This design comes from an exercise in tuning for a short achievable clock period and few clock cycles on the open sky130 flow, not from production work. Only simulation tests tie the RTL to the original design; equivalence was not proved. Power and IR drop assume default switching activity.

==> design/flow/design.v <==
module alu (a, b, ctrl, y, zero);
  input [31:0] a, b;
  input [2:0] ctrl;
  output [31:0] y;
  output zero;
  assign y =  (ctrl == 3'b000) ? (a & b) :
              (ctrl == 3'b001) ? (a | b) : 
              (ctrl == 3'b010) ? (a + b) :
              (ctrl == 3'b110) ? (a - b) : ((a<b) ? 32'd1: 32'd0);
  assign zero = (y == 32'd0) ? 1'b1 : 1'b0;
endmodule
module alu_controller (alu_op, func, operation);
  input [1:0] alu_op;
  input [5:0] func;
  output [2:0] operation;
  reg [2:0] operation;
  always @(alu_op, func)
  begin
    operation = 3'b000;
    if (alu_op == 2'b00)         
      operation = 3'b010;
    else if (alu_op == 2'b01)    
      operation = 3'b110;
    else if(alu_op == 2'b11)
      operation = 3'b111;
    else
      begin
        case (func)
          6'b100000: operation = 3'b010;   
          6'b100011: operation = 3'b110;   
          6'b100100: operation = 3'b000;   
          6'b100101: operation = 3'b001;   
          6'b101010: operation = 3'b111;   
          default:   operation = 3'b000;
        endcase
      end
  end
endmodule
module controller( clk, rst, opcode, func, zero, reg_dst, mem_to_reg, reg_write, 
                   pc_src, operation, PCsig, lord, IRwrite, mem_read,
                  mem_write, alu_srca, alu_srcb);
    input [5:0] opcode;
    input [5:0] func;
    input clk, rst, zero;
    output  reg_write, mem_write, mem_read, PCsig, lord, IRwrite, alu_srca;
    output [1:0] reg_dst, mem_to_reg, pc_src, alu_srcb;
    output [2:0] operation;
    reg     reg_write, mem_write, lord, IRwrite, mem_read, alu_srca, pcwrite, pcwritecond;
    reg [1:0] reg_dst, mem_to_reg, pc_src, alu_srcb;         
    reg [1:0] alu_op;       
    reg [3:0] ps, ns;
   parameter [3:0] IF=4'b0000, ID=4'b0001, memadr=4'b0010, memlw=4'b0011, lw=4'b0100, sw=4'b0101, exe=4'b0110,
		 rt=4'b0111, beq=4'b1000, J=4'b1001, addi=4'b1010 ,  slti=4'b1011, rti=4'b1100, Jr=4'b1101, Jal=4'b1110;
    alu_controller ALU_CTRL(alu_op, func, operation);
    always @(*)begin
	ns = IF;
	case(ps)
		IF: ns = ID;
		ID: ns = (opcode==6'b001001) ? addi :
			 (opcode==6'b000010) ? J:
			 (opcode==6'b000100) ? beq :
			 (opcode==6'b000000) ? exe :
		         (opcode==6'b000110) ? Jr :
			 (opcode==6'b001010) ? slti :
			 (opcode==6'b100011) ? memadr : 
			 (opcode==6'b101011) ? memadr:
			 (opcode==6'b000011) ? Jal :  IF;
		memadr: ns = (opcode==6'b101011) ? sw : memlw;
		memlw: ns = lw;
		lw: ns = IF;
		sw: ns = IF; 
		exe: ns = rt; 
		rt: ns = IF; 
		beq: ns = IF; 
		J: ns = IF;
		addi: ns = rti;
		slti: ns = rti;
		rti: ns = IF;
		Jr: ns = IF; 
		Jal: ns = IF; 
		default: ns = IF;
	endcase
    end
    always @(*)begin
	alu_op = 2'b00;
	{reg_dst, mem_to_reg, reg_write, mem_write, mem_read, lord, IRwrite, alu_srca, alu_srcb, pcwrite, pcwritecond, pc_src}=20'b0;
	case (ps)
		IF: begin  
			mem_read = 1'b1; alu_srca = 1'b0; lord = 1'b0; IRwrite=1'b1; alu_srcb = 2'b01; alu_op = 2'b00; pcwrite = 1'b1; pc_src = 2'b00;
			end
		ID: begin  
			{alu_srca,alu_srcb,alu_op}=5'b01100; end
		memadr: begin  
			{alu_srca,alu_srcb,alu_op}=5'b11000; end
		memlw: begin  
			mem_read = 1'b1; lord = 1'b1;end
		lw: begin  
			{reg_dst,reg_write,mem_to_reg}=5'b00101;end
		sw: begin  
			mem_write = 1'b1; lord = 1'b1;end
		exe: begin  
			{alu_srca,alu_srcb, alu_op}=5'b10010; end
		rt: begin  
			{reg_dst,reg_write,mem_to_reg}=5'b01100; end 
		beq: begin  
			{alu_srca,alu_srcb,alu_op,pcwritecond,pc_src}=8'b10001110; end
		J: begin  
			{pcwrite,pc_src}=3'b101; end 
		addi: begin  
			{alu_srca, alu_srcb, alu_op}=5'b11000; end
		slti: begin  
			{alu_op, alu_srcb, alu_srca}=5'b11101;end
		rti: begin  
			{reg_dst,reg_write,mem_to_reg}=5'b00100; end
		Jr: begin  
			{pcwrite, pc_src}=3'b111; end
		Jal: begin  
			{reg_dst, mem_to_reg, reg_write, pc_src, pcwrite}= 8'b10101011; end
	endcase
    end
    always @(posedge clk)begin
	if(rst) ps<=IF;
	else ps<=ns;
    end
    assign PCsig = (zero & pcwritecond) | pcwrite;
endmodule
module mux2to1_32b (i0, i1, sel, y);
  input [31:0] i0, i1;
  input sel;
  output [31:0] y;
  assign y = (sel==1'b1) ? i1 : i0;
endmodule
module mux4to1_32b (i0, i1, i2, i3, sel, y);
  input [31:0] i0, i1, i2, i3;
  input [1:0]sel;
  output [31:0] y;
  assign y = (sel==2'b00) ? i0 :
	     (sel==2'b01) ? i1 :
	     (sel==2'b10) ? i2 :
	     (sel==2'b11) ? i3 : 32'bx;
endmodule
module mux4to1_5b (i0, i1, i2, i3, sel, y);
  input [4:0] i0, i1, i2, i3;
  input [1:0]sel;
  output [4:0] y;
  assign y = (sel==2'b00) ? i0 :
	     (sel==2'b01) ? i1 :
	     (sel==2'b10) ? i2 :
	     (sel==2'b11) ? i3 : 5'bx;
endmodule
module reg_32b (d_in, sclr, ld, clk, d_out);
  input [31:0] d_in;
  input sclr, ld, clk;
  output [31:0] d_out;
  reg [31:0] d_out;
  always @(posedge clk)
  begin
    if (sclr==1'b1)
      d_out <= 32'd0;
    else if (ld)
      d_out <= d_in;
  end
endmodule
module reg_file (wr_data, rd_reg1, rd_reg2, wr_reg, reg_write, rst, clk, rd_data1, rd_data2);
  input [31:0] wr_data;
  input [4:0] rd_reg1, rd_reg2, wr_reg;
  input reg_write, rst, clk;
  output [31:0] rd_data1, rd_data2;
  reg [31:0] register_file [0:31];
  integer i;
  assign rd_data1 = (rd_reg1 == 5'b0) ? 32'd0 : register_file[rd_reg1];
  assign rd_data2 = (rd_reg2 == 5'b0) ? 32'd0 : register_file[rd_reg2];
  always @(posedge clk)
    if (rst == 1'b1)
      for (i=0; i<32 ; i=i+1 )
        register_file[i] <= 32'd0;
    else if (reg_write == 1'b1)
      if(wr_reg != 5'd0)
        register_file[wr_reg] <= wr_data;
endmodule
module shl2 (d_in, d_out);
  input [31:0] d_in;
  output [31:0] d_out;
  assign d_out = d_in << 2;
endmodule
module shl26 (d_in, d_out);
  input [25:0] d_in;
  output [27:0] d_out;
  assign d_out = d_in << 2;
endmodule
module sign_ext (d_in, d_out);
  input [15:0] d_in;
  output [31:0] d_out;
  assign d_out = {{16{d_in[15]}}, d_in};
endmodule
module datapath ( clk, rst, data_adr, data, wdata, reg_dst, mem_to_reg, pc_src, alu_ctrl, reg_write,zero,
                  PCsig, lord, IRwrite, alu_srca, alu_srcb, instt);
  input  clk, rst;
  input  reg_write, PCsig, lord, IRwrite, alu_srca;
  input [1:0] reg_dst, mem_to_reg, pc_src, alu_srcb;
  input  [2:0] alu_ctrl;
  output [31:0]data_adr;
  output [31:0]wdata;
  output [31:0] instt;
  input [31:0]data;
  output zero;
  wire [31:0] pc_out;
  wire [31:0] read_data1, read_data2, A, B;
  wire [31:0] sgn_ext_out;
  wire [31:0] alu_out;
  wire [27:0] shl2_out;
  wire [31:0] shl22_out;
  wire [31:0] muxa_out;
  wire [31:0] muxb_out; 
  wire [31:0] mux3_out;
  wire [31:0] MemAdr;
  wire [31:0] ALU_out;
  wire [31:0] memout;
  wire [31:0] mdr;
  wire [31:0] inst;
  wire [31:0] instt;
  wire [4:0]  mux1_out;
  wire [31:0] mux12_out;
  reg_32b PC(mux3_out, rst, PCsig, clk, pc_out);
  mux2to1_32b MUX_11(pc_out , ALU_out, lord, MemAdr); 
  reg_32b IR(memout, rst, IRwrite, clk, inst); 
  shl26 SHIFT1(inst[25:0], shl2_out);
  reg_32b MDR(memout, rst, 1'b1, clk, mdr); 
  mux4to1_5b MUX_1(inst[20:16], inst[15:11], 5'd31,,reg_dst, mux1_out);
  mux4to1_32b MUX_12(ALU_out, mdr, pc_out,, mem_to_reg, mux12_out);
  reg_file  RF(mux12_out, inst[25:21], inst[20:16], mux1_out, reg_write, rst, clk, read_data1, read_data2);
  reg_32b Areg(read_data1, rst, 1'b1, clk, A);
  reg_32b Breg(read_data2, rst, 1'b1, clk, B);
  sign_ext SGN_EXT(inst[15:0], sgn_ext_out);
  shl2 SHIFT2(sgn_ext_out, shl22_out);
  mux2to1_32b MUX_A(pc_out, A, alu_srca, muxa_out);
  mux4to1_32b MUX_B(B, 32'd4, sgn_ext_out, shl22_out, alu_srcb, muxb_out);
  alu ALU(muxa_out, muxb_out, alu_ctrl, alu_out, zero);
  reg_32b aluout(alu_out, rst, 1'b1, clk, ALU_out);
  mux4to1_32b pcsrc(alu_out, {pc_out[31:28],shl2_out}, ALU_out, A, pc_src, mux3_out);  
  assign data_adr = MemAdr;
  assign memout = data;
  assign wdata = B;
  assign instt = inst;
endmodule
module mips_multi_cycle (rst, clk, memwrite, memread, adr, inst, writedata);
  input rst, clk;
  output [31:0] adr, writedata;
  input [31:0] inst;
  output memread, memwrite;
  wire [31:0] data_adr, wdata;
  wire reg_write,zero, PCsig, lord, IRwrite, alu_srca;
  wire [1:0] reg_dst, mem_to_reg, pc_src, alu_srcb;
  wire [2:0] alu_ctrl;
  wire [31:0] instt;
  datapath DP( clk, rst, data_adr, inst, wdata, reg_dst, mem_to_reg, pc_src, alu_ctrl, reg_write,zero,
                  PCsig, lord, IRwrite, alu_srca, alu_srcb, instt);
  controller CU( clk, rst, instt[31:26], instt[5:0], zero, reg_dst, mem_to_reg, reg_write, 
                   pc_src, alu_ctrl, PCsig, lord, IRwrite, memread, memwrite, alu_srca, alu_srcb);
  assign adr = data_adr;
  assign writedata = wdata;
endmodule
==> design/flow/run.sh <==
#!/bin/bash
# synth_recipe.tcl (not shown) runs the flow's synth.tcl, then flattens the netlist and writes it again
# the make line also repeats each setting of config.mk as NAME=value (left out here)
make -C /OpenROAD-flow-scripts/flow DESIGN_CONFIG=/design/flow/config.mk WORK_HOME=/design/flow/orfs CLKGATE_MAP_FILE= SYNTH_SCRIPT=/design/flow/synth_recipe.tcl finish
==> design/flow/config.mk <==
export PLATFORM = sky130hd
export DESIGN_NAME = mips_multi_cycle
export DESIGN_NICKNAME = mips_multi_cycle
export VERILOG_FILES = /design/flow/design.v
export SDC_FILE = /design/flow/constraint.sdc
export NUM_CORES = 4
export LEC_CHECK = 0
export CAP_MARGIN = 20
export CORE_MARGIN = 2
export CORE_UTILIZATION = 40
export PLACE_DENSITY = 0.6
export SLEW_MARGIN = 20
==> design/flow/constraint.sdc <==
create_clock -name core_clock -period 7.5 [get_ports {clk}]
set_input_delay 1.5000 -clock core_clock [delete_from_list [all_inputs] [get_ports {clk}]]
set_output_delay 1.5000 -clock core_clock [all_outputs]
set_load 0.01 [all_outputs]
==> metrics.md <==
| Metric | Value |
|---|---|
| Status | `finished clean` |
| Via count | `48000` |
| Yosys top cell area share | `0.460` |
| Row Count | `150` |
| Share of cells above drive strength 1 | `0.211` |
| Worst setup path class | `flip-flop to flip-flop` |
| Core ar. | `0.166 sq mm` |
| Critical Path Fanout Max | `14` |
| Post-Syn Area per Cell | `12.5 sq um` |
| Yosys warnings | `41` |
| Hold Crit Class | `flip-flop to flip-flop` |
| Port Buffers | `99` |
| Post-CTS sizing | `0` |
| Initial Utilization | `0.401` |
| RR Endpoint | `DP.PC.d_out[10]` |
| Die Height | `413 um` |
| Final Hold Vio Count | `0` |
| Slew @ Worst Pin | `1.20 ns` |
| Beginning of the worst register-to-register path | `DP.MUX_B.sel[0]` |
| EDFF count, synth | `1024` |
| Max Slew Vio Count | `0` |
| Initial drt markers | `6183` |
| Final number of setup-violating endpoints | `0` |
| Post-CTS setup buffer count | `0` |
| WL/cell | `32.1 um` |
| #FFs+latches synth | `1237` |
| Crit start category | `flip-flop` |
| Max Clock Skew | `0.0361 ns` |
| Routed wire length | `244 mm` |
| Worst relative slew slack | `0.190` |
| Worst ir drop on vdd | `0.203 mV` |
| Top cells by area, synth | `edfxtp_1 46%, mux4_2 17%, nor2_1 7.0%` |
| Area occupied by registers | `0.0351 sq mm` |
| Hold Crit Start | `DP.PC.d_out[25]` |
| Vias in the first global route | `47800` |
| Pin count of the biggest net entering global routing | `90` |
| Critical Path Max Stage Delay | `0.83 ns` |
| Worst EP arrival | `7.11 ns` |
| Nets | `5438` |
| R2R depth | `15` |
| Gr usage total | `0.284` |
| Asr flop ratio synth | `0` |
| Max-cap violation count | `0` |
| Synth Flop Type | `edfxtp_1` |
| CTS sink count | `1237` |
| Max Fclk | `155 MHz` |
| Clock Tree Buf Depth | `3` |
| Grt ovf | `0` |
| Core Util, Final | `0.449` |
| Die Wd | `413 um` |
| Post-synthesis cell area | `0.0668 sq mm` |
| Area taken by multi-input logic gates | `0.0299 sq mm` |
| PD cells | `337 mW/mm^2` |
| Synth cell types | `100` |
| Filler instances | `15000` |
| Cell mode on critical path | `mux2i_1` |
| Clock latency on the worst-skew pair | `0.80 ns` |
| Final worst path period share | `0.861` |
| Final setup TNS | `0 ns` |
| Sequential-to-total area share from yosys stat | `0.524` |
| Leakage power | `25.0 nW` |
| TritonCTS buffer count | `132` |
| First-pass DRT Iterations | `6` |
| Critical path, cell by cell | `mux2_2, a22o_1, ha_1, nor2b_1, a211oi_1, o221ai_1, o211ai_1, nand2_1, mux2i_1, o32ai_1, nand4_1, nor4_2, a31oi_4, buf_4, mux2i_1` |
| CTS H-tree depth | `4` |
| Final GP Congestion | `0.944` |
| Tmin final | `6.46 ns` |
| Critical Path Slowest Stage Cell | `o32ai_1` |
| Crit path launch | `DP.MUX_B.sel[0]` |
| Clock slew at reported path FFs | `0.06 ns` |
| Vias per cell | `6.30` |
| Wire length of the first global-routing pass | `346 mm` |
| Biggest area consumer among synthesized cells | `edfxtp_1` |
| CP required | `8.15 ns` |
| Num ports | `100` |
| Full die area | `0.170 sq mm` |
| # DRC | `0` |
| Layout area overhead | `11.9%` |
| Cell at the root of the clock tree | `clkbuf_16` |
| R2r setup slk | `1.04 ns` |
| Hold depth | `2` |
| Hold EP | `DP.PC.d_out[25]` |
| Routed Antenna Nets | `0` |
| CTS tree | `yes` |
| Endpoint class of the critical path | `flip-flop` |
| RSZ-0062 raised after global routing | `no` |
| Syn Inst Count | `5354` |
| Antenna violations before repair | `9` |
| Hold buffer count at CTS | `0` |
| Post-DP HPWL | `153 mm` |
## how the worst max path moves through the flow
stage	endpoint	slack, ns	depth (start not counted)
after floorplan	DP.PC.d_out[19]	2.57	16
after global placement	DP.PC.d_out[7]	1.17	15
after detailed placement	DP.PC.d_out[10]	1.16	15
after CTS	DP.PC.d_out[10]	1.11	15
after global routing	DP.PC.d_out[13]	0.83	15
final	DP.PC.d_out[10]	1.04	15
## registers in the layout (all words and copies together), names as in the netlist
| signal | count |
|---|---|
| DP.MUX_B.sel | 2 |
| DP.aluout.d_out | 32 |
| CU.pcwritecond | 1 |
| memread | 1 |
| DP.MUX_1.sel | 1 |
| CU.ps | 4 |
| CU.lord | 1 |
| CU.alu_srca | 1 |
| CU.pcwrite | 1 |
| DP.MDR.d_out | 32 |
| DP.PC.d_out | 32 |
| DP.IR.d_out | 32 |
| DP.MUX_12.sel | 2 |
| CU.reg_write | 1 |
| DP.Breg.d_out | 32 |
| memwrite | 1 |
| CU.ALU_CTRL.alu_op | 2 |
| CU.IRwrite | 1 |
| DP.Areg.d_out | 32 |
| DP.pcsrc.sel | 2 |
| DP.RF.register_file | 1024 |
## synth_stat cells (29+ instances only)
master and number:
a211oi_1 35, a21oi_1 171, a221oi_1 47, a22o_1 30
and2_1 29, buf_1 74, clkbuf_1 399, dfxtp_1 213
edfxtp_1 1024, ha_1 102, inv_1 119, mux2_2 119
mux2i_1 313, mux4_2 496, nand2_1 214, nor2_1 1243
nor2b_1 60, nor3_1 59, o21ai_0 71, o221ai_1 51
o22ai_1 57
## per-stage QoR
stage	std cells	setup slack [ns]	instance area (sq um)	hold slack (ns)	total power, mW
3_5_place_dp	7370	1.16	70600	0.505	18.7
3_3_place_gp	7370	1.17	70600	0.486	18.7
5_1_grt	7610	0.831	74800	0.539	26.0
4_1_cts	7610	1.11	74700	0.513	25.0
6_report	7611	1.04	74800	0.517	25.2
2_1_floorplan	5385	2.57	66900	0.461	14.9
## critical path: cells and delay by family, from the launching register on
family | cells | cell delay (ns)
AOI/OAI and AO/OA | 6 | 2.66
muxes | 3 | 0.73
buffers and inverters | 1 | 0.35
adders and majority gates | 1 | 0.56
DFF | 1 | 0.69
and+or+nand+nor | 4 | 1.31
## routing by layer
layer  vias up  GRT usage  share of wire
met1     24500      0.368           0.38
met2      2788      0.461           0.47
met4         2      0.118          0.046
li1      20000          -              -
met3       596     0.0611           0.10
met5         -          0       0.000053
## cells by family after synthesis
group,after synthesis,share of synthesized area
xor gates and xnor gates,12,0.00157
buffers and inverters,621,0.0357
muxes,929,0.234
and+or+nand+nor,1739,0.109
AOI/OAI and AO/OA,711,0.0759
DFF,1237,0.524
adders and majority gates,104,0.0197
other,1,0.0000561
## report_power, final
group,internal (mW),leakage (nW),total [mW],switching (mW)
Sequential,7.93,12.3,8.62,0.682
Clock,3.62,2.03,6.43,2.81
Combinational,3.75,10.7,10.2,6.41
Total,15.3,25.0,25.2,9.90
## cell usage in the layout (no fill, tap or decap), types with 51 or more instances in the layout
cell	n
buf_4	175
o221ai_1	51
o22ai_1	57
edfxtp_1	1024
mux4_2	496
nand2_1	150
o21ai_0	71
mux2_2	119
mux2i_1	313
a21oi_1	137
nor3_1	59
nor2_1	1242
nand2_2	63
nor2b_1	58
ha_1	102
clkdlybuf4s50_1	98
dfxtp_1	197
clkbuf_16	137
inv_1	118
## layout make-up
cell class / instances / share of cell area
antenna: 1 / 0.0000335
clock buffer: 178 / 0.0486
clock inverter: 62 / 0.00681
inverter: 121 / 0.00609
multi-input combinational: 3527 / 0.400
sequential: 1237 / 0.469
tap: 2204 / 0.0369
timing repair buffer: 281 / 0.0327
Testbench counts, summed over its fixed seeds: cycles 200,976.

re-timing with driven ports:
No port has a modelled driver above. Below, the same layout with a new extraction and two added sets of constraints. Step 1 (the two cells are an assumption about what drives the block):
set clk [get_ports {clk}]
set_driving_cell -lib_cell sky130_fd_sc_hd__clkbuf_16 $clk
set_driving_cell -lib_cell sky130_fd_sc_hd__buf_2 [delete_from_list [all_inputs] $clk]
Step 2, shift: input delay + t, output delay - t, t = (earliest + latest rising clock arrival at the registers) / 2. This alone moves slack from input paths to output paths. a / b / c = ideal / step 1 / step 2; a / b = the first two.
t (ns): 0.865
slack for setup (ns): 1.040 / 1.040 / 1.040
hold slack, ns: 0.517 / 0.517 / 0.517
worst setup path after step 2: register to register
worst slew at a driven data input, ns: 0.07
After both steps this run still meets setup and hold. The setup slack of this run moves by 0.000 ns with the drivers and by 0.000 ns with both steps.
